Source: an optimization exercise on an open RTL-to-GDS flow (aim: small area). Production flows keep margins and buffers that such runs may drop. Function was checked by simulation only, so behaviour that the tests miss may differ from the original. Power is estimated from default activity; no workload was simulated.

--- design/flow/config.mk ---
export PLATFORM = sky130hd
export DESIGN_NAME = alu_top
export DESIGN_NICKNAME = alu_top
export VERILOG_FILES = /design/flow/design.v
export SDC_FILE = /design/flow/constraint.sdc
export NUM_CORES = 4
export LEC_CHECK = 0
export CAP_MARGIN = 5
export CORE_MARGIN = 2
export CORE_UTILIZATION = 65
export GPL_TIMING_DRIVEN = 0
export PLACE_DENSITY = 0.75
export SLEW_MARGIN = 5
export SYNTH_HIERARCHICAL = 1
export SYNTH_MINIMUM_KEEP_SIZE = 0
--- design/flow/constraint.sdc ---
create_clock -name core_clock -period 8.0 [get_ports {clk}]
set_input_delay 1.6000 -clock core_clock [delete_from_list [all_inputs] [get_ports {clk}]]
set_output_delay 1.6000 -clock core_clock [all_outputs]
set_load 0.01 [all_outputs]
--- design/flow/design.v ---
`timescale 1ns / 1ns
module alu_top(clk, a, b, s, result, zero);
input clk;
input [15:0] a, b;
input [3:0] s;
output reg [15:0] result;
output reg zero;
reg [15:0] a_q, b_q;
reg [3:0] s_q;
wire [15:0] alu_result;
wire alu_zero;
always @(posedge clk) begin
    a_q <= a;
    b_q <= b;
    s_q <= s;
    result <= alu_result;
    zero <= alu_zero;
end
alu u_alu(.a(a_q), .b(b_q), .s(s_q), .result(alu_result), .zero_detection(alu_zero));
endmodule

`timescale 1ns / 1ns
module three_to_one_mux(d0,d1,d2,s,y);
input [15:0] d0, d1, d2;
input [1:0] s;
output [15:0] y;
reg [15:0] y;
always@(d0 or d1 or d2 or s)
begin
case(s)
      2'b00  : y = d0;
      2'b01  : y = d1;
      2'b10  : y = d2;
      default : y = d0; 
endcase
end
endmodule
module rotate_right(n, value, result);
	input [15:0] n, value;
	output reg [15:0] result;
	reg [15:0] temp, temp2;
	always@(*)
	begin
		temp = 16'd0;
		temp2 = 16'd0;
		case(n[3:0])
			0:
				begin
				result = value;
				end
			1:
				begin
				temp = { {15 - 1 + 1{1'b0}}, value[1 - 1: 0] };
				temp2 = value >> 1;
				result = {temp[1 - 1: 0] , temp2[15 - 1: 0]};
				end
			2:
				begin
				temp = { {15 - 2 + 1{1'b0}}, value[2 - 1: 0] };
				temp2 = value >> 2;
				result = {temp[2 - 1: 0] , temp2[15 - 2: 0]};
				end
			3:
				begin
				temp = { {15 - 3 + 1{1'b0}}, value[3 - 1: 0] };
				temp2 = value >> 3;
				result = {temp[3 - 1: 0] , temp2[15 - 3: 0]};
				end
			4:
				begin
				temp = { {15 - 4 + 1{1'b0}}, value[4 - 1: 0] };
				temp2 = value >> 4;
				result = {temp[4 - 1: 0] , temp2[15 - 4: 0]};
				end
			5:
				begin
				temp = { {15 - 5 + 1{1'b0}}, value[5 - 1: 0] };
				temp2 = value >> 5;
				result = {temp[5 - 1: 0] , temp2[15 - 5: 0]};
				end
			6:
				begin
				temp = { {15 - 6 + 1{1'b0}}, value[6 - 1: 0] };
				temp2 = value >> 6;
				result = {temp[6 - 1: 0] , temp2[15 - 6: 0]};
				end
			7:
				begin
				temp = { {15 - 7 + 1{1'b0}}, value[7 - 1: 0] };
				temp2 = value >> 7;
				result = {temp[7 - 1: 0] , temp2[15 - 7: 0]};
				end
			8:
				begin
				temp = { {15 - 8 + 1{1'b0}}, value[8 - 1: 0] };
				temp2 = value >> 8;
				result = {temp[8 - 1: 0] , temp2[15 - 8: 0]};
				end
			9:
				begin
				temp = { {15 - 9 + 1{1'b0}}, value[9 - 1: 0] };
				temp2 = value >> 9;
				result = {temp[9 - 1: 0] , temp2[15 - 9: 0]};
				end
			10:
				begin
				temp = { {15 - 10 + 1{1'b0}}, value[10 - 1: 0] };
				temp2 = value >> 10;
				result = {temp[10 - 1: 0] , temp2[15 - 10: 0]};
				end
			11:
				begin
				temp = { {15 - 11 + 1{1'b0}}, value[11 - 1: 0] };
				temp2 = value >> 11;
				result = {temp[11 - 1: 0] , temp2[15 - 11: 0]};
				end
			12:
				begin
				temp = { {15 - 12 + 1{1'b0}}, value[12 - 1: 0] };
				temp2 = value >> 12;
				result = {temp[12 - 1: 0] , temp2[15 - 12: 0]};
				end
			13:
				begin
				temp = { {15 - 13 + 1{1'b0}}, value[13 - 1: 0] };
				temp2 = value >> 13;
				result = {temp[13 - 1: 0] , temp2[15 - 13: 0]};
				end
			14:
				begin
				temp = { {15 - 14 + 1{1'b0}}, value[14 - 1: 0] };
				temp2 = value >> 14;
				result = {temp[14 - 1: 0] , temp2[15 - 14: 0]};
				end
			15:
				begin
				temp = { {15 - 15 + 1{1'b0}}, value[15 - 1: 0] };
				temp2 = value >> 15;
				result = {temp[15 - 1: 0] , temp2[15 - 15: 0]};
				end
		endcase
	end
endmodule
module rotate_left(n, value, result);
	input [15:0] n, value;
	output reg [15:0] result;
	reg [15:0] temp, temp2;
	always@(*)
	begin
		temp = 16'd0;
		temp2 = 16'd0;
		case(n[3:0])
			0:
				begin
				result = value;
				end
			1:
				begin
				temp = { {15 - 1 + 1{1'b0}}, value[15:15 - 1 + 1] };
				temp2 = value << 1;
				result = {temp2[15:1] , temp[1 - 1:0]};
				end
			2:
				begin
				temp = { {15 - 2 + 1{1'b0}}, value[15:15 - 2 + 1] };
				temp2 = value << 2;
				result = {temp2[15:2] , temp[2 - 1:0]};
				end
			3:
				begin
				temp = { {15 - 3 + 1{1'b0}}, value[15:15 - 3 + 1] };
				temp2 = value << 3;
				result = {temp2[15:3] , temp[3 - 1:0]};
				end
			4:
				begin
				temp = { {15 - 4 + 1{1'b0}}, value[15:15 - 4 + 1] };
				temp2 = value << 4;
				result = {temp2[15:4] , temp[4 - 1:0]};
				end
			5:
				begin
				temp = { {15 - 5 + 1{1'b0}}, value[15:15 - 5 + 1] };
				temp2 = value << 5;
				result = {temp2[15:5] , temp[5 - 1:0]};
				end
			6:
				begin
				temp = { {15 - 6 + 1{1'b0}}, value[15:15 - 6 + 1] };
				temp2 = value << 6;
				result = {temp2[15:6] , temp[6 - 1:0]};
				end
			7:
				begin
				temp = { {15 - 7 + 1{1'b0}}, value[15:15 - 7 + 1] };
				temp2 = value << 7;
				result = {temp2[15:7] , temp[7 - 1:0]};
				end
			8:
				begin
				temp = { {15 - 8 + 1{1'b0}}, value[15:15 - 8 + 1] };
				temp2 = value << 8;
				result = {temp2[15:8] , temp[8 - 1:0]};
				end
			9:
				begin
				temp = { {15 - 9 + 1{1'b0}}, value[15:15 - 9 + 1] };
				temp2 = value << 9;
				result = {temp2[15:9] , temp[9 - 1:0]};
				end
			10:
				begin
				temp = { {15 - 10 + 1{1'b0}}, value[15:15 - 10 + 1] };
				temp2 = value << 10;
				result = {temp2[15:10] , temp[10 - 1:0]};
				end
			11:
				begin
				temp = { {15 - 11 + 1{1'b0}}, value[15:15 - 11 + 1] };
				temp2 = value << 11;
				result = {temp2[15:11] , temp[11 - 1:0]};
				end
			12:
				begin
				temp = { {15 - 12 + 1{1'b0}}, value[15:15 - 12 + 1] };
				temp2 = value << 12;
				result = {temp2[15:12] , temp[12 - 1:0]};
				end
			13:
				begin
				temp = { {15 - 13 + 1{1'b0}}, value[15:15 - 13 + 1] };
				temp2 = value << 13;
				result = {temp2[15:13] , temp[13 - 1:0]};
				end
			14:
				begin
				temp = { {15 - 14 + 1{1'b0}}, value[15:15 - 14 + 1] };
				temp2 = value << 14;
				result = {temp2[15:14] , temp[14 - 1:0]};
				end
			15:
				begin
				temp = { {15 - 15 + 1{1'b0}}, value[15:15 - 15 + 1] };
				temp2 = value << 15;
				result = {temp2[15:15] , temp[15 - 1:0]};
				end
		endcase
	end
endmodule
`timescale 1ns / 1ns
module alu(a, b, s, result, zero_detection);
  input [15:0] a, b;
  input [3:0] s;
  output [15:0] result;
  output zero_detection;
  wire c_shr   = s[3] & ~s[2] & s[1] & s[0];           
  wire c_andor = s[3] & s[2] & ~s[1];                  
  wire c_arith = s[3] & (s[2] ~^ s[1]);                
  wire c_cmp   = s[3] & ~s[2] & ~s[1];                 
  wire b_small = (b[15:4] == 12'd0);
  wire keep    = s[3] ? (s[2] | s[1] & b_small) : (s[2:0] == 3'b001);
  wire [15:0] a_rev = {a[0], a[1], a[2], a[3], a[4], a[5], a[6], a[7],
                       a[8], a[9], a[10], a[11], a[12], a[13], a[14], a[15]};
  wire rev;
  alu_and3b u_rev(.a(s[1]), .b(s[0]), .cn(s[2]), .y(rev));
  wire [15:0] xn;
  genvar gi, gj;
  generate
    for (gi = 0; gi < 16; gi = gi + 1) begin : g_x
      alu_mux2i u_x(.a(a[gi]), .b(a_rev[gi]), .s(rev), .y(xn[gi]));
    end
  endgenerate
  wire ysel_b = ~s[3];
  wire [3:0] dlo = {4{s[3] & ~s[2] & s[1]}} & (4'd1 << b[1:0]);
  wire [3:0] dhi = 4'd1 << b[3:2];
  wire y_one = s[3] & (s[2] ~^ s[1]);
  wire [15:0] yn;
  alu_aoi221 u_y0(.a1(ysel_b), .a2(b[0]), .b1(dlo[0]), .b2(dhi[0]), .c(y_one), .y(yn[0]));
  generate
    for (gi = 1; gi < 16; gi = gi + 1) begin : g_y
      alu_aoi22 u_y(.a1(ysel_b), .a2(b[gi]), .b1(dlo[gi%4]), .b2(dhi[gi/4]), .y(yn[gi]));
    end
  endgenerate
  wire inv = ~s[2] | (s[1] & ~s[0]);
  wire k_e = c_arith | (c_andor & ~s[0]);
  wire [15:0] en;
  generate
    for (gi = 0; gi < 16; gi = gi + 1) begin : g_e
      wire ea_n, eb_n;
      alu_nand2 u_ea(.a(a[gi]), .b(c_andor), .y(ea_n));
      alu_xnor u_eb(.a(b[gi]), .b(inv), .y(eb_n));
      alu_maj3 u_e(.a(ea_n), .b(eb_n), .c(~k_e), .y(en[gi]));
    end
  endgenerate
  wire [15:0] e = ~en;
  wire cin = c_arith & ~s[0];
  wire t15 = c_cmp & s[0];
  wire [255:0] pp;
  generate
    for (gi = 0; gi < 16; gi = gi + 1) begin : g_pp_i
      for (gj = 0; gj < 16 - gi; gj = gj + 1) begin : g_pp_j
        if (gj == 1) begin : g_e
          alu_oai21 u_pp(.a1(xn[gi]), .a2(yn[gj]), .b(en[gi+1]), .y(pp[gi*16+gj]));
        end else begin : g_p
          alu_nor2 u_pp(.a(xn[gi]), .b(yn[gj]), .y(pp[gi*16+gj]));
        end
      end
    end
  endgenerate
  wire fs0, fc1;
  alu_fa u_fs0(.a(cin), .b(e[0]), .c(pp[0]), .s(fs0), .co(fc1));
  wire fs2, fc3;
  alu_fa u_fs2(.a(pp[16]), .b(pp[1]), .c(fc1), .s(fs2), .co(fc3));
  wire hs4, hc5;
  alu_ha u_hs4(.a(pp[17]), .b(pp[2]), .s(hs4), .co(hc5));
  wire fs6, fc7;
  alu_fa u_fs6(.a(pp[32]), .b(hs4), .c(fc3), .s(fs6), .co(fc7));
  wire hs8, hc9;
  alu_ha u_hs8(.a(pp[18]), .b(pp[33]), .s(hs8), .co(hc9));
  wire fs10, fc11;
  alu_fa u_fs10(.a(pp[3]), .b(pp[48]), .c(hc5), .s(fs10), .co(fc11));
  wire fs12, fc13;
  alu_fa u_fs12(.a(hs8), .b(fs10), .c(fc7), .s(fs12), .co(fc13));
  wire hs14, hc15;
  alu_ha u_hs14(.a(pp[19]), .b(pp[34]), .s(hs14), .co(hc15));
  wire fs16, fc17;
  alu_fa u_fs16(.a(pp[49]), .b(pp[4]), .c(pp[64]), .s(fs16), .co(fc17));
  wire fs18, fc19;
  alu_fa u_fs18(.a(hc9), .b(hs14), .c(fs16), .s(fs18), .co(fc19));
  wire fs20, fc21;
  alu_fa u_fs20(.a(fc11), .b(fs18), .c(fc13), .s(fs20), .co(fc21));
  wire hs22, hc23;
  alu_ha u_hs22(.a(pp[20]), .b(pp[35]), .s(hs22), .co(hc23));
  wire fs24, fc25;
  alu_fa u_fs24(.a(pp[50]), .b(pp[5]), .c(pp[65]), .s(fs24), .co(fc25));
  wire fs26, fc27;
  alu_fa u_fs26(.a(pp[80]), .b(hc15), .c(hs22), .s(fs26), .co(fc27));
  wire fs28, fc29;
  alu_fa u_fs28(.a(fc17), .b(fs24), .c(fs26), .s(fs28), .co(fc29));
  wire fs30, fc31;
  alu_fa u_fs30(.a(fc19), .b(fs28), .c(fc21), .s(fs30), .co(fc31));
  wire hs32, hc33;
  alu_ha u_hs32(.a(pp[21]), .b(pp[36]), .s(hs32), .co(hc33));
  wire fs34, fc35;
  alu_fa u_fs34(.a(pp[51]), .b(pp[66]), .c(pp[6]), .s(fs34), .co(fc35));
  wire fs36, fc37;
  alu_fa u_fs36(.a(pp[81]), .b(pp[96]), .c(hc23), .s(fs36), .co(fc37));
  wire fs38, fc39;
  alu_fa u_fs38(.a(hs32), .b(fc25), .c(fs34), .s(fs38), .co(fc39));
  wire fs40, fc41;
  alu_fa u_fs40(.a(fs36), .b(fc27), .c(fs38), .s(fs40), .co(fc41));
  wire fs42, fc43;
  alu_fa u_fs42(.a(fc29), .b(fs40), .c(fc31), .s(fs42), .co(fc43));
  wire hs44, hc45;
  alu_ha u_hs44(.a(pp[112]), .b(pp[22]), .s(hs44), .co(hc45));
  wire fs46, fc47;
  alu_fa u_fs46(.a(pp[37]), .b(pp[52]), .c(pp[67]), .s(fs46), .co(fc47));
  wire fs48, fc49;
  alu_fa u_fs48(.a(pp[7]), .b(pp[82]), .c(pp[97]), .s(fs48), .co(fc49));
  wire fs50, fc51;
  alu_fa u_fs50(.a(hc33), .b(hs44), .c(fc35), .s(fs50), .co(fc51));
  wire fs52, fc53;
  alu_fa u_fs52(.a(fs46), .b(fs48), .c(fc37), .s(fs52), .co(fc53));
  wire fs54, fc55;
  alu_fa u_fs54(.a(fc39), .b(fs50), .c(fs52), .s(fs54), .co(fc55));
  wire fs56, fc57;
  alu_fa u_fs56(.a(fc41), .b(fs54), .c(fc43), .s(fs56), .co(fc57));
  wire hs58, hc59;
  alu_ha u_hs58(.a(pp[113]), .b(pp[128]), .s(hs58), .co(hc59));
  wire fs60, fc61;
  alu_fa u_fs60(.a(pp[23]), .b(pp[38]), .c(pp[53]), .s(fs60), .co(fc61));
  wire fs62, fc63;
  alu_fa u_fs62(.a(pp[68]), .b(pp[83]), .c(pp[8]), .s(fs62), .co(fc63));
  wire fs64, fc65;
  alu_fa u_fs64(.a(pp[98]), .b(hc45), .c(hs58), .s(fs64), .co(fc65));
  wire fs66, fc67;
  alu_fa u_fs66(.a(fc47), .b(fc49), .c(fs60), .s(fs66), .co(fc67));
  wire fs68, fc69;
  alu_fa u_fs68(.a(fs62), .b(fs64), .c(fc51), .s(fs68), .co(fc69));
  wire fs70, fc71;
  alu_fa u_fs70(.a(fs66), .b(fc53), .c(fs68), .s(fs70), .co(fc71));
  wire fs72, fc73;
  alu_fa u_fs72(.a(fc55), .b(fs70), .c(fc57), .s(fs72), .co(fc73));
  wire hs74, hc75;
  alu_ha u_hs74(.a(pp[114]), .b(pp[129]), .s(hs74), .co(hc75));
  wire fs76, fc77;
  alu_fa u_fs76(.a(pp[144]), .b(pp[24]), .c(pp[39]), .s(fs76), .co(fc77));
  wire fs78, fc79;
  alu_fa u_fs78(.a(pp[54]), .b(pp[69]), .c(pp[84]), .s(fs78), .co(fc79));
  wire fs80, fc81;
  alu_fa u_fs80(.a(pp[99]), .b(pp[9]), .c(hc59), .s(fs80), .co(fc81));
  wire fs82, fc83;
  alu_fa u_fs82(.a(hs74), .b(fc61), .c(fc63), .s(fs82), .co(fc83));
  wire fs84, fc85;
  alu_fa u_fs84(.a(fs76), .b(fs78), .c(fs80), .s(fs84), .co(fc85));
  wire fs86, fc87;
  alu_fa u_fs86(.a(fc65), .b(fc67), .c(fs82), .s(fs86), .co(fc87));
  wire fs88, fc89;
  alu_fa u_fs88(.a(fs84), .b(fc69), .c(fs86), .s(fs88), .co(fc89));
  wire fs90, fc91;
  alu_fa u_fs90(.a(fc71), .b(fs88), .c(fc73), .s(fs90), .co(fc91));
  wire fs92, fc93;
  alu_fa u_fs92(.a(pp[100]), .b(pp[10]), .c(pp[115]), .s(fs92), .co(fc93));
  wire fs94, fc95;
  alu_fa u_fs94(.a(pp[130]), .b(pp[145]), .c(pp[160]), .s(fs94), .co(fc95));
  wire fs96, fc97;
  alu_fa u_fs96(.a(pp[25]), .b(pp[40]), .c(pp[55]), .s(fs96), .co(fc97));
  wire fs98, fc99;
  alu_fa u_fs98(.a(pp[70]), .b(pp[85]), .c(hc75), .s(fs98), .co(fc99));
  wire fs100, fc101;
  alu_fa u_fs100(.a(fc77), .b(fc79), .c(fs92), .s(fs100), .co(fc101));
  wire fs102, fc103;
  alu_fa u_fs102(.a(fs94), .b(fs96), .c(fc81), .s(fs102), .co(fc103));
  wire fs104, fc105;
  alu_fa u_fs104(.a(fs98), .b(fc83), .c(fs100), .s(fs104), .co(fc105));
  wire fs106, fc107;
  alu_fa u_fs106(.a(fc85), .b(fs102), .c(fc87), .s(fs106), .co(fc107));
  wire fs108, fc109;
  alu_fa u_fs108(.a(fs104), .b(fc89), .c(fs106), .s(fs108), .co(fc109));
  wire fs110, fc111;
  alu_fa u_fs110(.a(pp[101]), .b(pp[116]), .c(pp[11]), .s(fs110), .co(fc111));
  wire fs112, fc113;
  alu_fa u_fs112(.a(pp[131]), .b(pp[146]), .c(pp[161]), .s(fs112), .co(fc113));
  wire fs114, fc115;
  alu_fa u_fs114(.a(pp[176]), .b(pp[26]), .c(pp[41]), .s(fs114), .co(fc115));
  wire fs116, fc117;
  alu_fa u_fs116(.a(pp[56]), .b(pp[71]), .c(pp[86]), .s(fs116), .co(fc117));
  wire fs118, fc119;
  alu_fa u_fs118(.a(fc93), .b(fc95), .c(fc97), .s(fs118), .co(fc119));
  wire fs120, fc121;
  alu_fa u_fs120(.a(fs110), .b(fs112), .c(fs114), .s(fs120), .co(fc121));
  wire fs122, fc123;
  alu_fa u_fs122(.a(fs116), .b(fc99), .c(fc101), .s(fs122), .co(fc123));
  wire fs124, fc125;
  alu_fa u_fs124(.a(fs118), .b(fc103), .c(fs120), .s(fs124), .co(fc125));
  wire fs126, fc127;
  alu_fa u_fs126(.a(fc105), .b(fs122), .c(fs124), .s(fs126), .co(fc127));
  wire fs128, fc129;
  alu_fa u_fs128(.a(fc107), .b(fs126), .c(fc109), .s(fs128), .co(fc129));
  wire fs130, fc131;
  alu_fa u_fs130(.a(pp[102]), .b(pp[117]), .c(pp[12]), .s(fs130), .co(fc131));
  wire fs132, fc133;
  alu_fa u_fs132(.a(pp[132]), .b(pp[147]), .c(pp[162]), .s(fs132), .co(fc133));
  wire fs134, fc135;
  alu_fa u_fs134(.a(pp[177]), .b(pp[192]), .c(pp[27]), .s(fs134), .co(fc135));
  wire fs136, fc137;
  alu_fa u_fs136(.a(pp[42]), .b(pp[57]), .c(pp[72]), .s(fs136), .co(fc137));
  wire fs138, fc139;
  alu_fa u_fs138(.a(pp[87]), .b(fc111), .c(fc113), .s(fs138), .co(fc139));
  wire fs140, fc141;
  alu_fa u_fs140(.a(fc115), .b(fc117), .c(fs130), .s(fs140), .co(fc141));
  wire fs142, fc143;
  alu_fa u_fs142(.a(fs132), .b(fs134), .c(fs136), .s(fs142), .co(fc143));
  wire fs144, fc145;
  alu_fa u_fs144(.a(fc119), .b(fc121), .c(fs138), .s(fs144), .co(fc145));
  wire fs146, fc147;
  alu_fa u_fs146(.a(fs140), .b(fs142), .c(fc123), .s(fs146), .co(fc147));
  wire fs148, fc149;
  alu_fa u_fs148(.a(fc125), .b(fs144), .c(fs146), .s(fs148), .co(fc149));
  wire fs150, fc151;
  alu_fa u_fs150(.a(fc127), .b(fs148), .c(fc129), .s(fs150), .co(fc151));
  wire fs152, fc153;
  alu_fa u_fs152(.a(pp[103]), .b(pp[118]), .c(pp[133]), .s(fs152), .co(fc153));
  wire fs154, fc155;
  alu_fa u_fs154(.a(pp[13]), .b(pp[148]), .c(pp[163]), .s(fs154), .co(fc155));
  wire fs156, fc157;
  alu_fa u_fs156(.a(pp[178]), .b(pp[193]), .c(pp[208]), .s(fs156), .co(fc157));
  wire fs158, fc159;
  alu_fa u_fs158(.a(pp[28]), .b(pp[43]), .c(pp[58]), .s(fs158), .co(fc159));
  wire fs160, fc161;
  alu_fa u_fs160(.a(pp[73]), .b(pp[88]), .c(fc131), .s(fs160), .co(fc161));
  wire fs162, fc163;
  alu_fa u_fs162(.a(fc133), .b(fc135), .c(fc137), .s(fs162), .co(fc163));
  wire fs164, fc165;
  alu_fa u_fs164(.a(fs152), .b(fs154), .c(fs156), .s(fs164), .co(fc165));
  wire fs166, fc167;
  alu_fa u_fs166(.a(fs158), .b(fc139), .c(fc141), .s(fs166), .co(fc167));
  wire fs168, fc169;
  alu_fa u_fs168(.a(fs160), .b(fc143), .c(fs162), .s(fs168), .co(fc169));
  wire fs170, fc171;
  alu_fa u_fs170(.a(fs164), .b(fc145), .c(fs166), .s(fs170), .co(fc171));
  wire fs172, fc173;
  alu_fa u_fs172(.a(fs168), .b(fc147), .c(fs170), .s(fs172), .co(fc173));
  wire fs174, fc175;
  alu_fa u_fs174(.a(fc149), .b(fs172), .c(fc151), .s(fs174), .co(fc175));
  wire fs176, fc177;
  alu_fa u_fs176(.a(pp[104]), .b(pp[119]), .c(pp[134]), .s(fs176), .co(fc177));
  wire fs178, fc179;
  alu_fa u_fs178(.a(pp[149]), .b(pp[14]), .c(pp[164]), .s(fs178), .co(fc179));
  wire fs180, fc181;
  alu_fa u_fs180(.a(pp[179]), .b(pp[194]), .c(pp[209]), .s(fs180), .co(fc181));
  wire fs182, fc183;
  alu_fa u_fs182(.a(pp[224]), .b(pp[29]), .c(pp[44]), .s(fs182), .co(fc183));
  wire fs184, fc185;
  alu_fa u_fs184(.a(pp[59]), .b(pp[74]), .c(pp[89]), .s(fs184), .co(fc185));
  wire fs186, fc187;
  alu_fa u_fs186(.a(fc153), .b(fc155), .c(fc157), .s(fs186), .co(fc187));
  wire fs188, fc189;
  alu_fa u_fs188(.a(fc159), .b(fs176), .c(fs178), .s(fs188), .co(fc189));
  wire fs190, fc191;
  alu_fa u_fs190(.a(fs180), .b(fs182), .c(fs184), .s(fs190), .co(fc191));
  wire fs192, fc193;
  alu_fa u_fs192(.a(fc161), .b(fc163), .c(fc165), .s(fs192), .co(fc193));
  wire fs194, fc195;
  alu_fa u_fs194(.a(fs186), .b(fs188), .c(fs190), .s(fs194), .co(fc195));
  wire fs196, fc197;
  alu_fa u_fs196(.a(fc167), .b(fc169), .c(fs192), .s(fs196), .co(fc197));
  wire fs198, fc199;
  alu_fa u_fs198(.a(fs194), .b(fc171), .c(fs196), .s(fs198), .co(fc199));
  wire fs200, fc201;
  alu_fa u_fs200(.a(fc173), .b(fs198), .c(fc175), .s(fs200), .co(fc201));
  wire xs202;
  alu_xor u_xs202(.a(t15), .b(pp[105]), .y(xs202));
  wire xs203;
  alu_xor u_xs203(.a(pp[120]), .b(pp[135]), .y(xs203));
  wire xs204;
  alu_xor u_xs204(.a(pp[150]), .b(pp[15]), .y(xs204));
  wire xs205;
  alu_xor u_xs205(.a(pp[165]), .b(pp[180]), .y(xs205));
  wire xs206;
  alu_xor u_xs206(.a(pp[195]), .b(pp[210]), .y(xs206));
  wire xs207;
  alu_xor u_xs207(.a(pp[225]), .b(pp[240]), .y(xs207));
  wire xs208;
  alu_xor u_xs208(.a(pp[30]), .b(pp[45]), .y(xs208));
  wire xs209;
  alu_xor u_xs209(.a(pp[60]), .b(pp[75]), .y(xs209));
  wire xs210;
  alu_xor u_xs210(.a(pp[90]), .b(xs202), .y(xs210));
  wire xs211;
  alu_xor u_xs211(.a(xs203), .b(xs204), .y(xs211));
  wire xs212;
  alu_xor u_xs212(.a(xs205), .b(xs206), .y(xs212));
  wire xs213;
  alu_xor u_xs213(.a(xs207), .b(xs208), .y(xs213));
  wire xs214;
  alu_xor u_xs214(.a(xs209), .b(xs210), .y(xs214));
  wire xs215;
  alu_xor u_xs215(.a(xs211), .b(xs212), .y(xs215));
  wire xs216;
  alu_xor u_xs216(.a(xs213), .b(fc177), .y(xs216));
  wire xs217;
  alu_xor u_xs217(.a(fc179), .b(fc181), .y(xs217));
  wire xs218;
  alu_xor u_xs218(.a(fc183), .b(fc185), .y(xs218));
  wire xs219;
  alu_xor u_xs219(.a(xs214), .b(xs215), .y(xs219));
  wire xs220;
  alu_xor u_xs220(.a(xs216), .b(xs217), .y(xs220));
  wire xs221;
  alu_xor u_xs221(.a(xs218), .b(xs219), .y(xs221));
  wire xs222;
  alu_xor u_xs222(.a(xs220), .b(fc187), .y(xs222));
  wire xs223;
  alu_xor u_xs223(.a(fc189), .b(fc191), .y(xs223));
  wire xs224;
  alu_xor u_xs224(.a(xs221), .b(xs222), .y(xs224));
  wire xs225;
  alu_xor u_xs225(.a(xs223), .b(xs224), .y(xs225));
  wire xs226;
  alu_xor u_xs226(.a(fc193), .b(fc195), .y(xs226));
  wire xs227;
  alu_xor u_xs227(.a(xs225), .b(xs226), .y(xs227));
  wire xs228;
  alu_xor u_xs228(.a(fc197), .b(xs227), .y(xs228));
  wire xs229;
  alu_xor u_xs229(.a(xs228), .b(fc199), .y(xs229));
  wire xs230;
  alu_xor u_xs230(.a(xs229), .b(fc201), .y(xs230));
  wire ix231;
  alu_xor u_ix231(.a(fs108), .b(fc91), .y(ix231));
  wire in232, ix233;
  alu_nand2 u_in232(.a(fs108), .b(fc91), .y(in232));
  alu_xnor u_ix233(.a(fs128), .b(in232), .y(ix233));
  wire ia234;
  alu_and2 u_ia234(.a(fs108), .b(fs128), .y(ia234));
  wire in235, ix236;
  alu_nand2 u_in235(.a(ia234), .b(fc91), .y(in235));
  alu_xnor u_ix236(.a(fs150), .b(in235), .y(ix236));
  wire ia237;
  alu_and2 u_ia237(.a(ia234), .b(fs150), .y(ia237));
  wire in238, ix239;
  alu_nand2 u_in238(.a(ia237), .b(fc91), .y(in238));
  alu_xnor u_ix239(.a(fs174), .b(in238), .y(ix239));
  wire ia240;
  alu_and2 u_ia240(.a(ia237), .b(fs174), .y(ia240));
  wire in241, ix242;
  alu_nand2 u_in241(.a(ia240), .b(fc91), .y(in241));
  alu_xnor u_ix242(.a(fs200), .b(in241), .y(ix242));
  wire ia243;
  alu_and2 u_ia243(.a(ia240), .b(fs200), .y(ia243));
  wire in244, ix245;
  alu_nand2 u_in244(.a(ia243), .b(fc91), .y(in244));
  alu_xnor u_ix245(.a(xs230), .b(in244), .y(ix245));
  wire ina246;
  alu_nand2 u_ina246(.a(ia243), .b(xs230), .y(ina246));
  wire [15:0] p = {ix245, ix242, ix239, ix236, ix233, ix231, fs90, fs72, fs56, fs42, fs30, fs20, fs12, fs6, fs2, fs0};
  wire blk_or = fs108 | fs128 | fs150 | fs174 | fs200 | xs230;
  wire blk_nand = ina246;
  wire late = fc91;
  wire top_ne = a[15] ^ b[15];
  wire cmp_top = a[15] ^ ~s[0];
  wire keep_p = keep & ~c_cmp;
  wire sel_p = keep_p & ~c_shr;
  wire sel_r = keep_p & c_shr;
  wire sel_c = c_cmp & ~top_ne;                        
  wire one_c = c_cmp & top_ne & cmp_top;               
  alu_ao221 u_r0(.a1(p[0]), .a2(sel_p), .b1(p[15]), .b2(sel_r | sel_c), .c(one_c), .y(result[0]));
  generate
    for (gi = 1; gi < 16; gi = gi + 1) begin : g_r
      alu_ao22 u_r(.a1(p[gi]), .a2(sel_p), .b1(p[15-gi]), .b2(sel_r), .y(result[gi]));
    end
  endgenerate
  wire hi_or;
  alu_mux2 u_hi(.a(blk_or), .b(blk_nand), .s(late), .y(hi_or));
  wire hi_or9;
  alu_or2 u_hi9(.a(hi_or), .b(p[9]), .y(hi_or9));
  wire lo_or = keep_p & (p[8:0] != 9'd0) | one_c;
  alu_aoi221 u_z(.a1(keep_p), .a2(hi_or9), .b1(sel_c), .b2(p[15]), .c(lo_or), .y(zero_detection));
endmodule
module alu_fa(a, b, c, s, co);
  input a, b, c;
  output s, co;
  assign s = a ^ b ^ c;
  assign co = (a & b) | (a & c) | (b & c);
endmodule
module alu_ha(a, b, s, co);
  input a, b;
  output s, co;
  assign s = a ^ b;
  assign co = a & b;
endmodule
module alu_xor(a, b, y);
  input a, b;
  output y;
  assign y = a ^ b;
endmodule
module alu_xnor(a, b, y);
  input a, b;
  output y;
  assign y = ~(a ^ b);
endmodule
module alu_nand2(a, b, y);
  input a, b;
  output y;
  assign y = ~(a & b);
endmodule
module alu_and2(a, b, y);
  input a, b;
  output y;
  assign y = a & b;
endmodule
module alu_nor2(a, b, y);
  input a, b;
  output y;
  assign y = ~(a | b);
endmodule
module alu_oai21(a1, a2, b, y);
  input a1, a2, b;
  output y;
  assign y = ~((a1 | a2) & b);
endmodule
module alu_aoi22(a1, a2, b1, b2, y);
  input a1, a2, b1, b2;
  output y;
  assign y = ~((a1 & a2) | (b1 & b2));
endmodule
module alu_maj3(a, b, c, y);
  input a, b, c;
  output y;
  assign y = (a & b) | (a & c) | (b & c);
endmodule
module alu_or2(a, b, y);
  input a, b;
  output y;
  assign y = a | b;
endmodule
module alu_mux2(a, b, s, y);
  input a, b, s;
  output y;
  assign y = s ? b : a;
endmodule
module alu_mux2i(a, b, s, y);
  input a, b, s;
  output y;
  assign y = ~(s ? b : a);
endmodule
module alu_and3b(a, b, cn, y);
  input a, b, cn;
  output y;
  assign y = a & b & ~cn;
endmodule
module alu_ao22(a1, a2, b1, b2, y);
  input a1, a2, b1, b2;
  output y;
  assign y = (a1 & a2) | (b1 & b2);
endmodule
module alu_ao221(a1, a2, b1, b2, c, y);
  input a1, a2, b1, b2, c;
  output y;
  assign y = (a1 & a2) | (b1 & b2) | c;
endmodule
module alu_aoi221(a1, a2, b1, b2, c, y);
  input a1, a2, b1, b2, c;
  output y;
  assign y = ~((a1 & a2) | (b1 & b2) | c);
endmodule
--- design/flow/flow/run.sh ---
#!/bin/bash
# The standard layout (standard.sh: the standard synthesis, then ORFS to
# finish) with three ORFS options: the smallest buffer, sky130_fd_sc_hd__buf_1,
# on every port; the buffers Yosys/ABC put in removed before placement (ORFS
# re-buffers where slew, capacitance or timing need it); ABC sizing its gates
# for a light load (ABC_LOAD_IN_FF=1), so they start small; and ORFS's power
# recovery (downsizing gates off the critical paths) after global routing.
# Clock tree synthesis runs with ORFS's default arguments plus
# -dont_use_dummy_load, so it adds no load cells that drive nothing.
set -euo pipefail
bash standard.sh "BUFFER_PORTS_ARGS=-buffer_cell sky130_fd_sc_hd__buf_1" REMOVE_ABC_BUFFERS=1 RECOVER_POWER=100 ABC_LOAD_IN_FF=1 "CTS_ARGS=-sink_clustering_enable -repair_clock_nets -dont_use_dummy_load -sink_clustering_size 30 -sink_clustering_max_diameter 200" finish > orfs_make.log 2>&1
--- design/flow/standard.sh ---
#!/bin/bash
# synth_recipe.tcl (not shown) runs the flow's synth.tcl, then flattens the netlist and writes it again
# the make line also repeats each setting of config.mk as NAME=value (left out here)
make -C /OpenROAD-flow-scripts/flow DESIGN_CONFIG=/design/flow/config.mk WORK_HOME=/design/flow/orfs CLKGATE_MAP_FILE= SYNTH_SCRIPT=/design/flow/synth_recipe.tcl "${@:-finish}"
==> impl_results.md, run 1 <==
- Outcome: no timing/DRC/antenna violations
- Post-synth top area share: 37.0%
- Die area: 8450 um2
- CTS clk-pin slew, worst paths: 100 ps
- Avg WL per Cell: 19.4 um
- Wl on met1: 4750 um
- Final core utilization: 72.6%
- Largest net degree at the start of global routing: 19
- Pwr/cell area: 268 nW/um2
- CTS tree: built
- Drt drc: 0
- Crit path DAT: 7910 ps
- Min-Delay Path Class: flop to flop
- Syn Inst Count: 484
- Ant. Diodes: 0
- Slowest-stage cell, CP: a22oi_1
- Top routing layer used: met4
- Final ANT Viol Nets: 0
- DR vias: 3965
- Crit start category: flop
- Total Routing Usage GR: 32.0%
- Initial antenna violation count: 0
- Combinational group share of total power: 68.8%
- Sequential share of the synthesized area: 21.1%
- Post-DR vias/cell: 6.10
- Flop pwr share: 21.6%
- Final setup fails: 0
- Final Net Count: 688
- Root buf cell: clkbuf_8
- Yosys reg bits: 53
- H-tree depth: 2
- RSZ-0062 raised after global routing: false
- Share of power burned in the clock network: 9.6%
- Net Sw Power: 707 uW
- CP endpoint kind: flop
- GRT Residual Overflow: 0
- Worst-Margin Slew: 1350 ps
- Clock sinks: 53
- Critical path peak fanout: 15
- Metal3 WL: 1090 um
- Vias in the first global route: 4229
- Period utilization: 96.2%
- CP cell instances: nand2b_1, nor2_1, nand2_1, nor2_1, a22oi_1, o21ai_1, fa_1, fa_1, fa_1, fa_1, fa_1, fa_1, fa_1, fa_1, fa_1, xor2_1, nor4_1, nand2_1, mux2_1, or2_0, a221oi_1
- Drt pass-1 iters: 5
- Yosys warns: 7
- CP bufs+invs: 0
- IO buf count: 53
- Critical path required time: 8220 ps
- Net switching share of the total power: 47.8%
- Core area: 7610 um2
- Worst path max stage delay: 1030 ps
- Synthesized cell area: 5030 um2
- Fin cells: 650
- Worst skew pair latency: 310 ps
- Routed WL: 12600 um
- I/O pin count: 54
- Worst path most repeated cell: fa_1
- Prevailing post-synth register cell: dfxtp_1
- Hold-fix buffers, CTS: 0
- Leak: 0.00237 uW
- Max Root-Sink Buffers: 2
- Synth cell types: 33
- Pins Over Slew Limit: 0
- Relative slew slack: 9.73%
- Post-placement cell count: 644
- Global-route wire length before repair: 20700 um
- Internal Pwr Total: 773 uW
- Critical path type: flop to flop
- Peak supply drop: 0.000340 V
- RePlAce Congestion: 0.913
- Cell family with most CP delay: adder cells
- Detailed Route Iter0 Violations: 351
- Die Width: 91.9 um
- Syn avg cell area: 10.4 um2
- Most common cell after layout, fill and taps aside: nor2_1
- Endpoints failing hold: 0
- Post-DP HPWL: 9900 um
- Row cnt: 32
- Initial Utilization: 66.1%
- Cell taking the most area after synthesis: fa_1
- Synth-to-layout area growth: 9.83%
- Most frequent cells in the layout: nor2_1, fa_1, dfxtp_1, buf_1, xor2_1
- Max_cap viols: 0
- TritonCTS Buffers: 5
- Layout cell share with drive strength beyond 1: 7.30%
- Clock skew: 11.1 ps
- Fmax: 0.130 GHz
- Synth top area cells: fa_1, dfxtp_1, nor2_1, xor2_1, xnor2_1
- Routed wl met2: 6320 um
- Die Y-Extent: 91.9 um
- Number of flops mapped to enable cells by yosys: 0
- Postcts setup bufs: 0
- Ys async rst share: 0%
- Final min period: 7700 ps
==> per-layer routing <==
layer,track usage (%),vias to the layer above
met5,0,-
met4,12.8,0
met3,5.51,43
met2,55.3,248
met1,40.1,1925
li1,-,1749
==> metrics by stage <==
stage / hold slack, ps / area (um2) / setup TNS [ps] / power (uW) / setup WS, ps
2_1_floorplan: 675 / 5010 / 0 / 1030 / 484
3_3_place_gp: 739 / 5340 / -734 / 1290 / -425
3_5_place_dp: 780 / 5430 / -12.2 / 1340 / -12.2
4_1_cts: 797 / 5500 / 0 / 1480 / 79.5
5_1_grt: 862 / 5520 / 0 / 1580 / 15.5
6_report: 795 / 5520 / 0 / 1480 / 305
==> per-module statistics from Yosys (local to each module, per instance), excerpt <==
module      flops+latches  cell area, um2  cells
alu_fa                  0            20.0      1
alu_and3b               0            8.76      1
alu_ha                  0            12.5      1
alu_nand2               0            3.75      1
alu_aoi221              0            8.76      1
alu_xnor                0            8.76      1
alu_or2                 0            6.26      1
alu_and2                0            6.26      1
alu_ao22                0            8.76      1
alu_maj3                0            11.3      1
alu_aoi22               0            7.51      1
alu_mux2                0            11.3      1
alu_mux2i               0            10.0      1
alu_oai21               0            5.00      1
==> power by group through the flow <==
stage | Clock, uW | Sequential (uW) | Combinational, uW
floorplan | 0 | 335 | 700
global placement | 0 | 324 | 962
detailed placement | 0 | 326 | 1010
CTS | 144 | 319 | 1010
global route | 153 | 323 | 1110
finish | 143 | 319 | 1020
==> what timing repair did <==
action / CTS / global route
pin swaps: 0 / 0
gates cloned: 0 / 0
setup endpoints to repair: 1 / 3
resized for setup: 1 / 3
==> cells in the mapped netlist, types with 2 or more instances <==
master and n:
a221oi_1 2, a22o_1 15, a22oi_1 15, and2_0 5
and3_1 2, dfxtp_1 53, fa_1 93, ha_1 8
inv_1 3, maj3_2 16, mux2i_1 17, nand2_1 28
nand2b_1 2, nand3_1 2, nor2_1 129, nor2b_1 4
nor3_1 3, nor4_1 7, o21ai_0 2, o21ai_1 15
xnor2_1 21, xor2_1 31
==> layout make-up <==
| cell class | count | area [um2] |
|---|---|---|
| fill | 582 | 2090 |
| timing repair buffer | 60 | 270 |
| sequential | 53 | 1060 |
| inverter | 3 | 11.3 |
| clock buffer | 5 | 68.8 |
| multi-input combinational | 427 | 3980 |
| tap | 102 | 128 |
==> logic make-up (layout without fill, tap and decap cells) <==
family | after synthesis | count (layout) | share of synthesized area [%]
and+or+nand+nor | 186 | 186 | 15.3
adders and majority gates | 117 | 117 | 42.6
AOI/OAI and AO/OA | 54 | 54 | 7.84
DFF | 53 | 53 | 21.1
xor gates and xnor gates | 52 | 52 | 9.06
muxes | 18 | 18 | 3.61
buffers and inverters | 4 | 68 | 0.448
==> final timing paths <==
check / from / endpoint / slack, ps / cells past startpoint
setup / recovery: s_q[2] / zero / 300 / 21
hold / removal: s_q[3] / zero / 790 / 3
setup reg to reg: s_q[2] / zero / 300 / 21
hold reg to reg: s_q[3] / zero / 790 / 3
==> worst reg2reg max path, cell delays in order, from the launching register on <==
cell      delay, ps
dfxtp_1         490
nand2b_1        300
nor2_1          160
nand2_1         100
nor2_1           90
a22oi_1        1030
o21ai_1         260
fa_1            460
fa_1            430
fa_1            490
fa_1            400
fa_1            410
fa_1            390
fa_1            420
fa_1            400
fa_1            380
xor2_1          240
nor4_1          210
nand2_1          80
mux2_1          290
or2_0           280
a221oi_1        290
==> state kept, by name, indices dropped and copies added (netlist names) <==
register / count
a_q: 16
b_q: 16
result: 16
s_q: 4
zero: 1
==> run 2, diff against run 1 <==
--- a/design/flow/flow/run.sh
+++ b/design/flow/flow/run.sh
@@ -9,3 +9,3 @@
 # -dont_use_dummy_load, so it adds no load cells that drive nothing.
 set -euo pipefail
-bash standard.sh "BUFFER_PORTS_ARGS=-buffer_cell sky130_fd_sc_hd__buf_1" REMOVE_ABC_BUFFERS=1 RECOVER_POWER=100 ABC_LOAD_IN_FF=1 "CTS_ARGS=-sink_clustering_enable -repair_clock_nets -dont_use_dummy_load -sink_clustering_size 30 -sink_clustering_max_diameter 200" finish > orfs_make.log 2>&1
+bash standard.sh "BUFFER_PORTS_ARGS=-buffer_cell sky130_fd_sc_hd__buf_1" REMOVE_ABC_BUFFERS=1 RECOVER_POWER=100 ABC_LOAD_IN_FF=1 "CTS_ARGS=-repair_clock_nets -dont_use_dummy_load" finish > orfs_make.log 2>&1
==> run 2 against run 1 <==
Critical path depth is the same. Still clean. Largest cell class unchanged. Sequential power is essentially flat. Die area is the same. Clock skew is the same. Largest power group unchanged. Non-clock buffer count is the same. Utilization is the same. Via count is the same. Critical endpoint unchanged.
==> impl_results.md, run 2 <==
- CP endpoint kind: flop
- Cell Area, Placed: 5430 um2 (unchanged)
- Synthesized cell area: 5030 um2 (unchanged)
- Critical path type: flop to flop
- Clock skew: 11.1 ps (unchanged)
- Post-route design area: 5520 um2 (unchanged)
- Post-synth top area share: 37.0% (unchanged)
- Post-DR vias/cell: 6.10 (unchanged)
- Period utilization: 96.2% (unchanged)
- Largest net degree at the start of global routing: 19 (unchanged)
- Syn Inst Count: 484 (unchanged)
- Worst setup margin: 305 ps (unchanged)
- Relative slew slack: 9.73% (unchanged)
- Max_cap viols: 0 (unchanged)
- Most frequent cells in the layout: nor2_1, fa_1, dfxtp_1, buf_1, xor2_1
- CTS clk-pin slew, worst paths: 100 ps (about the same)
- Worst path most repeated cell: fa_1
- Prevailing post-synth register cell: dfxtp_1
- Critical path peak fanout: 15 (unchanged)
- Root buf cell: clkbuf_8
- Die Width: 91.9 um (unchanged)
- Sequential share of the synthesized area: 21.1% (unchanged)
- Yosys warns: 7 (unchanged)
- Initial antenna violation count: 0 (unchanged)
- Syn avg cell area: 10.4 um2 (unchanged)
- Endpoints failing hold: 0 (unchanged)
- Count leader, synth: nor2_1
- Post-synth top cells: nor2_1, fa_1, dfxtp_1
- R2r setup slk: 300 ps (about the same)
- FF-to-FF End: zero
- DR vias: 3965 (unchanged)
- Yosys reg bits: 53 (unchanged)
- Min-Delay Path Class: flop to flop
- Die area: 8450 um2 (unchanged)
- Setup crit end: zero
- Synth-to-layout area growth: 9.83% (unchanged)
- Regs by FF count: a_q (16), b_q (16), result (16)
- Core area: 7610 um2 (unchanged)
- Fillers: 582 (unchanged)
- CP bufs+invs: 0 (unchanged)
- RePlAce Congestion: 0.913 (unchanged)
- Crit path DAT: 7910 ps (about the same)
- Final min period: 7700 ps (unchanged)
- GRT Residual Overflow: 0 (unchanged)
- Peak supply drop: 0.000340 V (unchanged)
- Pins Over Slew Limit: 0 (unchanged)
- Fmax: 0.130 GHz (unchanged)
- Final setup fails: 0 (unchanged)
- Final ANT Viol Nets: 0 (unchanged)
- Global-route wire length before repair: 20700 um (unchanged)
- Most common cell after layout, fill and taps aside: nor2_1
- Initial Utilization: 66.1% (unchanged)
- Final Net Count: 688 (unchanged)
- Hold WS: 795 ps (unchanged)
- Drt drc: 0 (unchanged)
- Cell taking the most area after synthesis: fa_1
- Clock sinks: 53 (unchanged)
- Worst-Margin Slew: 1350 ps (unchanged)
- Avg WL per Cell: 19.4 um (unchanged)
- Leak: 0.00237 uW (unchanged)
- Post-DP HPWL: 9900 um (unchanged)
- Ant. Diodes: 0 (unchanged)
- Slowest-stage cell, CP: a22oi_1
- Pre-CTS WS: -12.2 ps (unchanged)
- Pwr/cell area: 268 nW/um2 (unchanged)
- Routed WL: 12600 um (unchanged)
- IO buf count: 53 (unchanged)
- Hold-fix buffers, CTS: 0 (unchanged)
- Worst path max stage delay: 1030 ps (about the same)
- H-tree depth: 2 (unchanged)
- Number of flops mapped to enable cells by yosys: 0 (unchanged)
- Worst path depth: 21 (unchanged)
- Die Y-Extent: 91.9 um (unchanged)
- RSZ-0062 raised after global routing: false
- I/O pin count: 54 (unchanged)
- Tot Pwr: 1480 uW (unchanged)
- Synth cell types: 33 (unchanged)
- CP cell instances: nand2b_1, nor2_1, nand2_1, nor2_1, a22oi_1, o21ai_1, fa_1, fa_1, fa_1, fa_1, fa_1, fa_1, fa_1, fa_1, fa_1, xor2_1, nor4_1, nand2_1, mux2_1, or2_0, a221oi_1
- CTS tree: built
- Layout cell share with drive strength beyond 1: 7.30% (unchanged)
- Vias in the first global route: 4229 (unchanged)
- Drt pass-1 iters: 5 (unchanged)
- Critical path required time: 8220 ps (about the same)
- Synth top area cells: fa_1, dfxtp_1, nor2_1, xor2_1, xnor2_1
- Cell family with most CP delay: adder cells
- Crit start category: flop
- TritonCTS Buffers: 5 (unchanged)
- Max Root-Sink Buffers: 2 (unchanged)
- Worst r2r src: s_q[2]
- Outcome: no timing/DRC/antenna violations
- Row cnt: 32 (unchanged)
- Detailed Route Iter0 Violations: 351 (unchanged)
- Total Routing Usage GR: 32.0% (unchanged)
- Worst skew pair latency: 310 ps (about the same)
- Ys async rst share: 0% (unchanged)
- Crit. Startpoint: s_q[2]
- Reg2Reg Depth: 21 (unchanged)
==> run 2: where the power goes <==
part / switching, uW / internal (uW) / total [uW] / leakage (uW)
registers: 17.8 / 301 / 319 / 0.000444
logic: 603 / 414 / 1020 / 0.00189
clock network: 85.8 / 56.9 / 143 / 0.0000359
total: 707 / 773 / 1480 / 0.00237
==> run 2: layout make-up <==
type                    count  area [um2]  share of cell area (%)
multi-input cells         427        3980                    72.1
flip-flops and latches     53        1060                    19.2
repair buffers             60         270                    4.90
well taps                 102         128                    2.31
clock buffers               5        68.8                    1.25
inverters                   3        11.3                   0.204
==> run 2: what timing repair did <==
item                                    4_1_cts  5_1_grt
buffers inserted                              0        0
endpoints found under the setup margin        1        3
pin swaps                                     0        0
resized for setup                             1        3
==> run 2: modules after synthesis, one instance, submodules excluded, a selection <==
module / copies in the design / cells
alu: 1 / 49
alu_and2: 4 / 1
alu_aoi22: 15 / 1
alu_fa: 93 / 1
alu_nand2: 22 / 1
alu_nor2: 121 / 1
alu_oai21: 15 / 1
alu_top: 1 / 53
alu_xnor: 21 / 1
==> run 2: worst register-to-register path: stages, from the launching register on <==
cell,delay (ps)
dfxtp_1,490
nand2b_1,300
nor2_1,160
nand2_1,100
nor2_1,90
a22oi_1,1030
o21ai_1,260
fa_1,460
fa_1,430
fa_1,490
fa_1,400
fa_1,410
fa_1,390
fa_1,420
fa_1,400
fa_1,380
xor2_1,240
nor4_1,210
nand2_1,80
mux2_1,290
or2_0,280
a221oi_1,290
==> run 2: how the worst min path moves through the flow <==
stage,start,end,slack [ps],cells after the start
detailed placement,s_q[3],zero,780,3
global placement,s_q[3],zero,740,3
finish,s_q[3],zero,790,3
CTS,s_q[3],zero,800,3
floorplan,s_q[3],zero,680,3
global route,s_q[0],result[0],860,2
==> run 2: routing by layer <==
layer	GRT usage, %	routed length (um)	up-vias
li1	-	-	1749
met1	40.1	4750	1925
met2	55.3	6320	248
met3	5.51	1090	43
met4	12.8	471	0
met5	0	0	-
==> run 2: kinds of logic after synthesis <==
group / count (synthesis) / share of synthesized area [%]
fa+ha+maj: 117 / 42.6
compound gates: 54 / 7.84
flops: 53 / 21.1
buf+inv: 4 / 0.448
mux: 18 / 3.61
simple gates: 186 / 15.3
xor+xnor: 52 / 9.06
==> run 2: through the flow <==
stage	TNS [ps]	cells	util (%)
final	0	650	72.6
after global routing	0	650	72.6
after CTS	0	649	72.3
after detailed placement	-12.2	644	71.4
after global placement	-734	638	70.2
after floorplan	0	483	-
==> run 3, diff against run 2 <==
--- a/design/flow/flow/run.sh
+++ b/design/flow/flow/run.sh
@@ -9,3 +9,3 @@
 # -dont_use_dummy_load, so it adds no load cells that drive nothing.
 set -euo pipefail
-bash standard.sh "BUFFER_PORTS_ARGS=-buffer_cell sky130_fd_sc_hd__buf_1" REMOVE_ABC_BUFFERS=1 RECOVER_POWER=100 ABC_LOAD_IN_FF=1 "CTS_ARGS=-repair_clock_nets -dont_use_dummy_load" finish > orfs_make.log 2>&1
+bash standard.sh "BUFFER_PORTS_ARGS=-buffer_cell sky130_fd_sc_hd__buf_1" REMOVE_ABC_BUFFERS=1 RECOVER_POWER=100 ABC_LOAD_IN_FF=1 "CTS_ARGS=-sink_clustering_enable -repair_clock_nets -dont_use_dummy_load" finish > orfs_make.log 2>&1
--- a/design/flow/config.mk
+++ b/design/flow/config.mk
@@ -8,7 +8,7 @@
 export CAP_MARGIN = 5
 export CORE_MARGIN = 2
-export CORE_UTILIZATION = 65
+export CORE_UTILIZATION = 58
 export GPL_TIMING_DRIVEN = 0
-export PLACE_DENSITY = 0.75
+export PLACE_DENSITY = 0.68
 export SLEW_MARGIN = 5
 export SYNTH_HIERARCHICAL = 1
==> run 3 against run 2 <==
Non-clock buffer count grew 1. Worst setup slack improved by 160 ps. Maximum frequency increased by 2.1%. Die area grew 12%. Largest power group unchanged. Sequential power about the same. Design area increased by 0.11%. Critical endpoint unchanged. Still clean on timing, DRC and antenna. Area after synthesis unchanged. Flip-flop and latch count did not move.
==> impl_results.md, run 3 <==
- Layout cell share with drive strength beyond 1: 7.29% (-0.013 points)
- Leak: 0.00237 uW (+0.17%)
- Post-synth top area share: 37.0% (unchanged)
- Synthesized cell area: 5030 um2 (unchanged)
- Regs by FF count: a_q (16), b_q (16), result (16)
- Relative slew slack: 15.0% (+5.3 points)
- Fmax: 0.133 GHz (+2.1%)
- Post-DR vias/cell: 5.94 (-2.6%)
- Die Width: 97.1 um (+5.6%)
- Initial antenna violation count: 0 (unchanged)
- Postcts setup bufs: 0 (unchanged)
- Synth cell types: 33 (unchanged)
- Hold WS: 771 ps (-23.9 ps)
- Ant. Diodes: 0 (unchanged)
- CTS tree: built
- Endpoints failing hold: 0 (unchanged)
- Tot Pwr: 1470 uW (-0.38%)
- Pins Over Slew Limit: 0 (unchanged)
- Post-placement cell count: 647 (+0.47%)
- Most frequent cells in the layout: nor2_1, fa_1, dfxtp_1, buf_1, xor2_1
- Fin cells: 654 (+0.62%)
- I/O pin count: 54 (unchanged)
- Clock skew: 20.7 ps (+9.61 ps)
- GRT Residual Overflow: 0 (unchanged)
- Global-route wire length before repair: 20600 um (-0.70%)
- FF-to-FF End: zero
- R2r setup slk: 460 ps (+160 ps)
- Critical path type: flop to flop
- Initial Utilization: 60.6% (-5.5 points)
- Clock sinks: 53 (unchanged)
- Largest net degree at the start of global routing: 19 (unchanged)
- Syn avg cell area: 10.4 um2 (unchanged)
- TritonCTS Buffers: 5 (unchanged)
- Yosys warns: 7 (unchanged)
- Reg2Reg Depth: 20 (-4.8%)
- Root buf cell: clkbuf_8
- Synth top area cells: fa_1, dfxtp_1, nor2_1, xor2_1, xnor2_1
- Outcome: no timing/DRC/antenna violations
- Vias in the first global route: 4035 (-4.6%)
- Pwr/cell area: 267 nW/um2 (-0.49%)
- Syn Inst Count: 484 (unchanged)
- Min-Delay Path Class: flop to flop
- Die Y-Extent: 97.1 um (+5.6%)
- Drt drc: 0 (unchanged)
- Max_cap viols: 0 (unchanged)
- Cell taking the most area after synthesis: fa_1
- Detailed Route Iter0 Violations: 341 (-2.8%)
- IO buf count: 53 (unchanged)
- Final setup fails: 0 (unchanged)
- Hold Path Depth: 3 (unchanged)
- Worst r2r src: s_q[2]
- Period utilization: 94.2% (-1.9 points)
- Final ANT Viol Nets: 0 (unchanged)
- Prevailing post-synth register cell: dfxtp_1
- Synth-to-layout area growth: 9.96%
- Final core utilization: 66.6% (-6.0 points)
- Post-DP HPWL: 9740 um (-1.6%)
- Critical path required time: 8210 ps (about the same)
- CTS clk-pin slew, worst paths: 90 ps (about the same)
- Number of flops mapped to enable cells by yosys: 0 (unchanged)
- Avg WL per Cell: 19.3 um (-0.93%)
- CP endpoint kind: flop
- Row cnt: 33 (+3.1%)
- Worst skew pair latency: 310 ps (about the same)
- Fillers: 681 (+17%)
- Post-CTS Resized: 1 (unchanged)
- Core area: 8300 um2 (+9.1%)
- Ys async rst share: 0% (unchanged)
- Yosys reg bits: 53 (unchanged)
- RePlAce Congestion: 0.914 (about the same)
- Die area: 9430 um2 (+12%)
- Post-synth top cells: nor2_1, fa_1, dfxtp_1
- Sequential share of the synthesized area: 21.1% (unchanged)
- Count leader, synth: nor2_1
- Most common cell after layout, fill and taps aside: nor2_1
- Post-route design area: 5530 um2 (+0.11%)
- Hold-fix buffers, CTS: 0 (unchanged)
- Routed WL: 12600 um (-0.32%)
- Crit start category: flop
- Peak supply drop: 0.000332 V (-2.4%)
- Crit path DAT: 7750 ps (-160 ps)
- Hold Path End: zero
- Cell Area, Placed: 5430 um2 (about the same)
- Min-delay src: s_q[3]
- Worst-Margin Slew: 1280 ps (-79.0 ps)
- Drt pass-1 iters: 6 (+1)
- RSZ-0062 raised after global routing: false
- DR vias: 3886 (-2.0%)
- Total Routing Usage GR: 27.9% (-4.1 points)
- Critical path peak fanout: 15 (unchanged)
- H-tree depth: 2 (unchanged)
- Final min period: 7540 ps (-156 ps)
- Final Net Count: 689 (+0.15%)
- Max Root-Sink Buffers: 2 (unchanged)
## run 3: layer usage
layer / vias up / part of all wire (%) / track usage, %
met5: - / 0 / 0
met1: 1900 / 40 / 37.7
met4: 0 / 2.1 / 6.07
li1: 1753 / - / -
met3: 23 / 8.1 / 4.17
met2: 210 / 50 / 48.1
## run 3: worst max-delay path by stage
stage	startpoint	to	depth (start not counted)	slack, ps
floorplan	s_q[1]	zero	20	480
global placement	s_q[1]	zero	20	-490
detailed placement	s_q[0]	zero	17	-40
CTS	s_q[0]	zero	17	10
global route	s_q[2]	zero	21	50
finish	s_q[2]	zero	20	460
## run 3: stage by stage
stage | setup slack, ps | setup TNS [ps]
2_1_floorplan | 484 | 0
3_3_place_gp | -486 | -884
3_5_place_dp | -43.3 | -43.3
4_1_cts | 13.2 | 0
5_1_grt | 50.8 | 0
6_report | 460 | 0
## run 3: final cells by class
class                   count  area (um2)  area share (%)
repair buffers             61         278            5.03
multi-input cells         427        3980            71.9
flip-flops and latches     53        1060            19.2
well taps                 105         131            2.38
inverters                   3        11.3           0.204
clock buffers               5        68.8            1.25
## run 3: power breakdown
part | internal, uW | leakage, uW | switching (uW)
registers | 301 | 0.000444 | 17.4
logic | 412 | 0.00189 | 602
clock network | 56.8 | 0.0000359 | 84.0
## run 3: logic make-up after synthesis
kind of cell | after synthesis | synth area share, %
XOR/XNOR | 52 | 9.06
AND/OR/NAND/NOR | 186 | 15.3
buffers and inverters | 4 | 0.448
adder cells (fa/ha/maj) | 117 | 42.6
multiplexers | 18 | 3.61
AO/OA/AOI/OAI | 54 | 7.84
flip-flops | 53 | 21.1
## run 3: modules after synthesis (local to each module, per instance), excerpt
module | flip-flops and latches | area (um2)
alu_top | 53 | 1060
alu_ao221 | 0 | 10.0
alu_and3b | 0 | 8.76
alu_nor2 | 0 | 3.75
alu_maj3 | 0 | 11.3
alu_oai21 | 0 | 5.00
alu_xor | 0 | 8.76
alu_or2 | 0 | 6.26
alu_aoi22 | 0 | 7.51
## run 3: critical path, stage by stage (launching register included)
cell,delay (ps)
dfxtp_1,470
nand2b_1,290
nor2_1,150
nand2_1,90
nor2_1,80
a22oi_1,980
o21ai_1,270
fa_1,470
fa_1,440
fa_1,440
fa_1,470
fa_1,390
fa_1,400
fa_1,390
fa_1,390
fa_1,380
xor2_1,420
nand2_1,90
mux2_1,300
or2_0,270
a221oi_1,270
==> run 4, diff against run 3 <==
--- a/design/flow/config.mk
+++ b/design/flow/config.mk
@@ -8,7 +8,7 @@
 export CAP_MARGIN = 5
 export CORE_MARGIN = 2
-export CORE_UTILIZATION = 58
+export CORE_UTILIZATION = 72
 export GPL_TIMING_DRIVEN = 0
-export PLACE_DENSITY = 0.68
+export PLACE_DENSITY = 0.82
 export SLEW_MARGIN = 5
 export SYNTH_HIERARCHICAL = 1
==> run 4 against run 3 <==
Hold slack improved by 10 ps. Utilization increased by 14 points. Synthesized cell count unchanged. Clock-buffer cell count unchanged. Maximum frequency decreased by 2.1%. Via count increased by 8.0%.
==> impl_results.md, run 4 <==
- Outcome: no timing/DRC/antenna violations
- Fmax: 0.130 GHz (-2.1%)
- Drt pass-1 iters: 8 (+2)
- Final Net Count: 687 (-0.29%)
- GRT Residual Overflow: 0 (unchanged)
- Ant. Diodes: 0 (unchanged)
- Crit start category: flop
- Initial Utilization: 74.4% (+14 points)
- Most frequent cells in the layout: nor2_1, fa_1, dfxtp_1, buf_1, xor2_1
- TritonCTS Buffers: 5 (unchanged)
- Most common cell after layout, fill and taps aside: nor2_1
- Vias in the first global route: 4345 (+7.7%)
- Postcts setup bufs: 0 (unchanged)
- Post-synth top cells: nor2_1, fa_1, dfxtp_1
- Critical path required time: 8200 ps (about the same)
- Relative slew slack: 11.3% (-3.7 points)
- Die Y-Extent: 87.6 um (-9.8%)
- Pins Over Slew Limit: 0 (unchanged)
- Crit. Startpoint: s_q[2]
- Pre-CTS WS: 50.3 ps (+93.6 ps)
- Synth top area cells: fa_1, dfxtp_1, nor2_1, xor2_1, xnor2_1
- DR vias: 4198 (+8.0%)
- Final ANT Viol Nets: 0 (unchanged)
- Worst path most repeated cell: fa_1
- Hold WS: 781 ps (+10.2 ps)
- Min-delay src: s_q[0]
- Row cnt: 30 (-9.1%)
- Syn Inst Count: 484 (unchanged)
- Critical path peak fanout: 13 (-2)
- Sequential share of the synthesized area: 21.1% (unchanged)
- Yosys warns: 7 (unchanged)
- CTS tree: built
- Prevailing post-synth register cell: dfxtp_1
- Number of flops mapped to enable cells by yosys: 0 (unchanged)
- Min-Delay Path Class: flop to flop
- Regs by FF count: a_q (16), b_q (16), result (16)
- RSZ-0062 raised after global routing: false
- Fin cells: 627 (-4.1%)
- Endpoints failing hold: 0 (unchanged)
- Layout cell share with drive strength beyond 1: 6.95% (-0.34 points)
- Initial antenna violation count: 0 (unchanged)
- Critical path type: flop to flop
- IO buf count: 53 (unchanged)
- Clock skew: 31.6 ps (+10.9 ps)
- Avg WL per Cell: 21.3 um (+10%)
- Slowest-stage cell, CP: a22oi_1
- Post-DP HPWL: 9990 um (+2.5%)
- Post-synth top area share: 37.0% (unchanged)
- Synth-to-layout area growth: 8.89%
- Clock sinks: 53 (unchanged)
- Synthesized cell area: 5030 um2 (unchanged)
- Crit path DAT: 7900 ps (+150 ps)
- Syn avg cell area: 10.4 um2 (unchanged)
- Routed WL: 13300 um (+5.8%)
- CP endpoint kind: flop
- Post-CTS Resized: 0 (-1)
- Cell taking the most area after synthesis: fa_1
- Period utilization: 96.3% (+2.0 points)
- Worst skew pair latency: 320 ps (about the same)
- Largest net degree at the start of global routing: 19 (unchanged)
- CP cell instances: nand2b_1, nor2_1, and3_1, a22oi_1, nor2_1, fa_1, fa_1, fa_1, fa_1, fa_1, fa_1, fa_1, fa_1, fa_1, xor2_1, nand2_1, mux2_1, or2_0, a221oi_1
- Worst setup margin: 299 ps (-161 ps)
- Total Routing Usage GR: 36.8% (+8.9 points)
- Final setup TNS: 0 ps (unchanged)
- Die Width: 87.6 um (-9.8%)
- Max_cap viols: 0 (unchanged)
- Worst-Margin Slew: 1330 ps (+55.8 ps)
- Leak: 0.00236 uW (-0.50%)
- Global-route wire length before repair: 20900 um (+1.7%)
- Worst path max stage delay: 1010 ps (+30 ps)
- H-tree depth: 2 (unchanged)
- Yosys reg bits: 53 (unchanged)
- Final min period: 7700 ps (+161 ps)
- Detailed Route Iter0 Violations: 555 (+63%)
- Drt drc: 0 (unchanged)
- Count leader, synth: nor2_1
- Ys async rst share: 0% (unchanged)
- Max Root-Sink Buffers: 2 (unchanged)
- Hold-fix buffers, CTS: 0 (unchanged)
- Die area: 7670 um2 (-19%)
- Final setup fails: 0 (unchanged)
- Core area: 6760 um2 (-19%)
- Pwr/cell area: 269 nW/um2 (+0.75%)
- Peak supply drop: 0.000316 V (-4.6%)
- Fillers: 423 (-38%)
- Post-placement cell count: 621 (-4.0%)
- Root buf cell: clkbuf_8
- Post-DR vias/cell: 6.70 (+13%)
- I/O pin count: 54 (unchanged)
- CTS clk-pin slew, worst paths: 90 ps (about the same)
- Synth cell types: 33 (unchanged)
- Tot Pwr: 1470 uW (-0.23%)
- Worst r2r src: s_q[2]
- RePlAce Congestion: 0.957 (+4.7%)
==> run 4: report_power, final <==
group	switching (uW)	total (uW)	internal, uW
sequential	18.1	319	301
clock	87.8	145	56.9
combinational	592	1010	414
==> run 4: Yosys stat by module, one instance, submodules excluded, excerpt <==
module / flops+latches / cell area, um2 / cells inside / copies in the design
alu_aoi22: 0 / 7.51 / 1 / 15
alu_fa: 0 / 20.0 / 1 / 93
alu_mux2i: 0 / 10.0 / 1 / 16
alu_nor2: 0 / 3.75 / 1 / 121
alu_xor: 0 / 8.76 / 1 / 30
alu_mux2: 0 / 11.3 / 1 / 1
==> run 4: final cells by class <==
| cell class | count | area [um2] | share of cell area (%) |
|---|---|---|---|
| timing repair buffer | 59 | 255 | 4.66 |
| sequential | 53 | 1060 | 19.4 |
| multi-input combinational | 427 | 3980 | 72.7 |
| clock buffer | 5 | 68.8 | 1.26 |
| tap | 80 | 100 | 1.83 |
| inverter | 3 | 11.3 | 0.206 |
==> run 4: final timing paths <==
kind | end | slack [ps] | depth (start not counted)
hold reg to reg | result[0] | 780 | 2
hold / removal | result[0] | 780 | 2
setup / recovery | zero | 300 | 19
setup reg to reg | zero | 300 | 19
==> run 4: routing by layer <==
| metal | routed length, um | vias to the layer above | part of all wire, % | GRT usage (%) |
|---|---|---|---|---|
| li1 | - | 1748 | - | - |
| met4 | 833 | 0 | 6.2 | 20.1 |
| met3 | 1300 | 82 | 9.8 | 7.26 |
| met2 | 6530 | 337 | 49 | 61.2 |
| met5 | 0 | - | 0 | 0 |
| met1 | 4670 | 2031 | 35 | 45.3 |
==> run 4: critical path, delay by kind of cell, from the launching register on <==
family,cells,cell delay [ps]
compound gates,2,1330
xor+xnor,1,410
fa+ha+maj,9,3770
flops,1,480
mux,1,310
simple gates,6,1280
==> run 4: per-stage QoR <==
stage	utilization [%]	cell area [um2]
after floorplan	-	5010
after global placement	78.6	5310
after detailed placement	79.7	5390
after CTS	80.8	5460
after global routing	81.0	5470
final	81.0	5470
==> run 4: cells by family (layout without fill, tap and decap cells) <==
family,Yosys count,count (layout),synth area share (%)
buffers and inverters,4,67,0.448
AO/OA/AOI/OAI,54,54,7.84
multiplexers,18,18,3.61
XOR/XNOR,52,52,9.06
adder cells (fa/ha/maj),117,117,42.6
AND/OR/NAND/NOR,186,186,15.3
flip-flops,53,53,21.1

==> afterwards: timing with drivers on the ports <==
No port has a modelled driver above. Below, the same layouts with a new extraction and two added sets of constraints.
Step 1 (the two cells are an assumption about what drives the block):
set clk [get_ports {clk}]
set_driving_cell -lib_cell sky130_fd_sc_hd__clkbuf_16 $clk
set_driving_cell -lib_cell sky130_fd_sc_hd__buf_2 [delete_from_list [all_inputs] $clk]
Step 2, shift: input delay + t, output delay - t, t = (earliest + latest rising clock arrival at the registers) / 2. This alone moves slack from input paths to output paths.
a / b / c = ideal ports / drivers / drivers and shift; a / b = the first two.
run	t (ns)	slack for setup (ns)	worst setup path at the end	latest minus earliest clock arrival (ns)	slew at the worst register clock pin (ns)
run 1	0.328	0.305 / 0.305 / 0.305	register to register	0.012 / 0.012	0.10 / 0.10
run 2	0.328	0.305 / 0.305 / 0.305	register to register	0.012 / 0.012	0.10 / 0.10
run 3	0.330	0.460 / 0.460 / 0.460	register to register	0.022 / 0.022	0.11 / 0.11
run 4	0.337	0.299 / 0.299 / 0.299	register to register	0.032 / 0.032	0.12 / 0.12
After both steps every run listed still meets setup and hold.
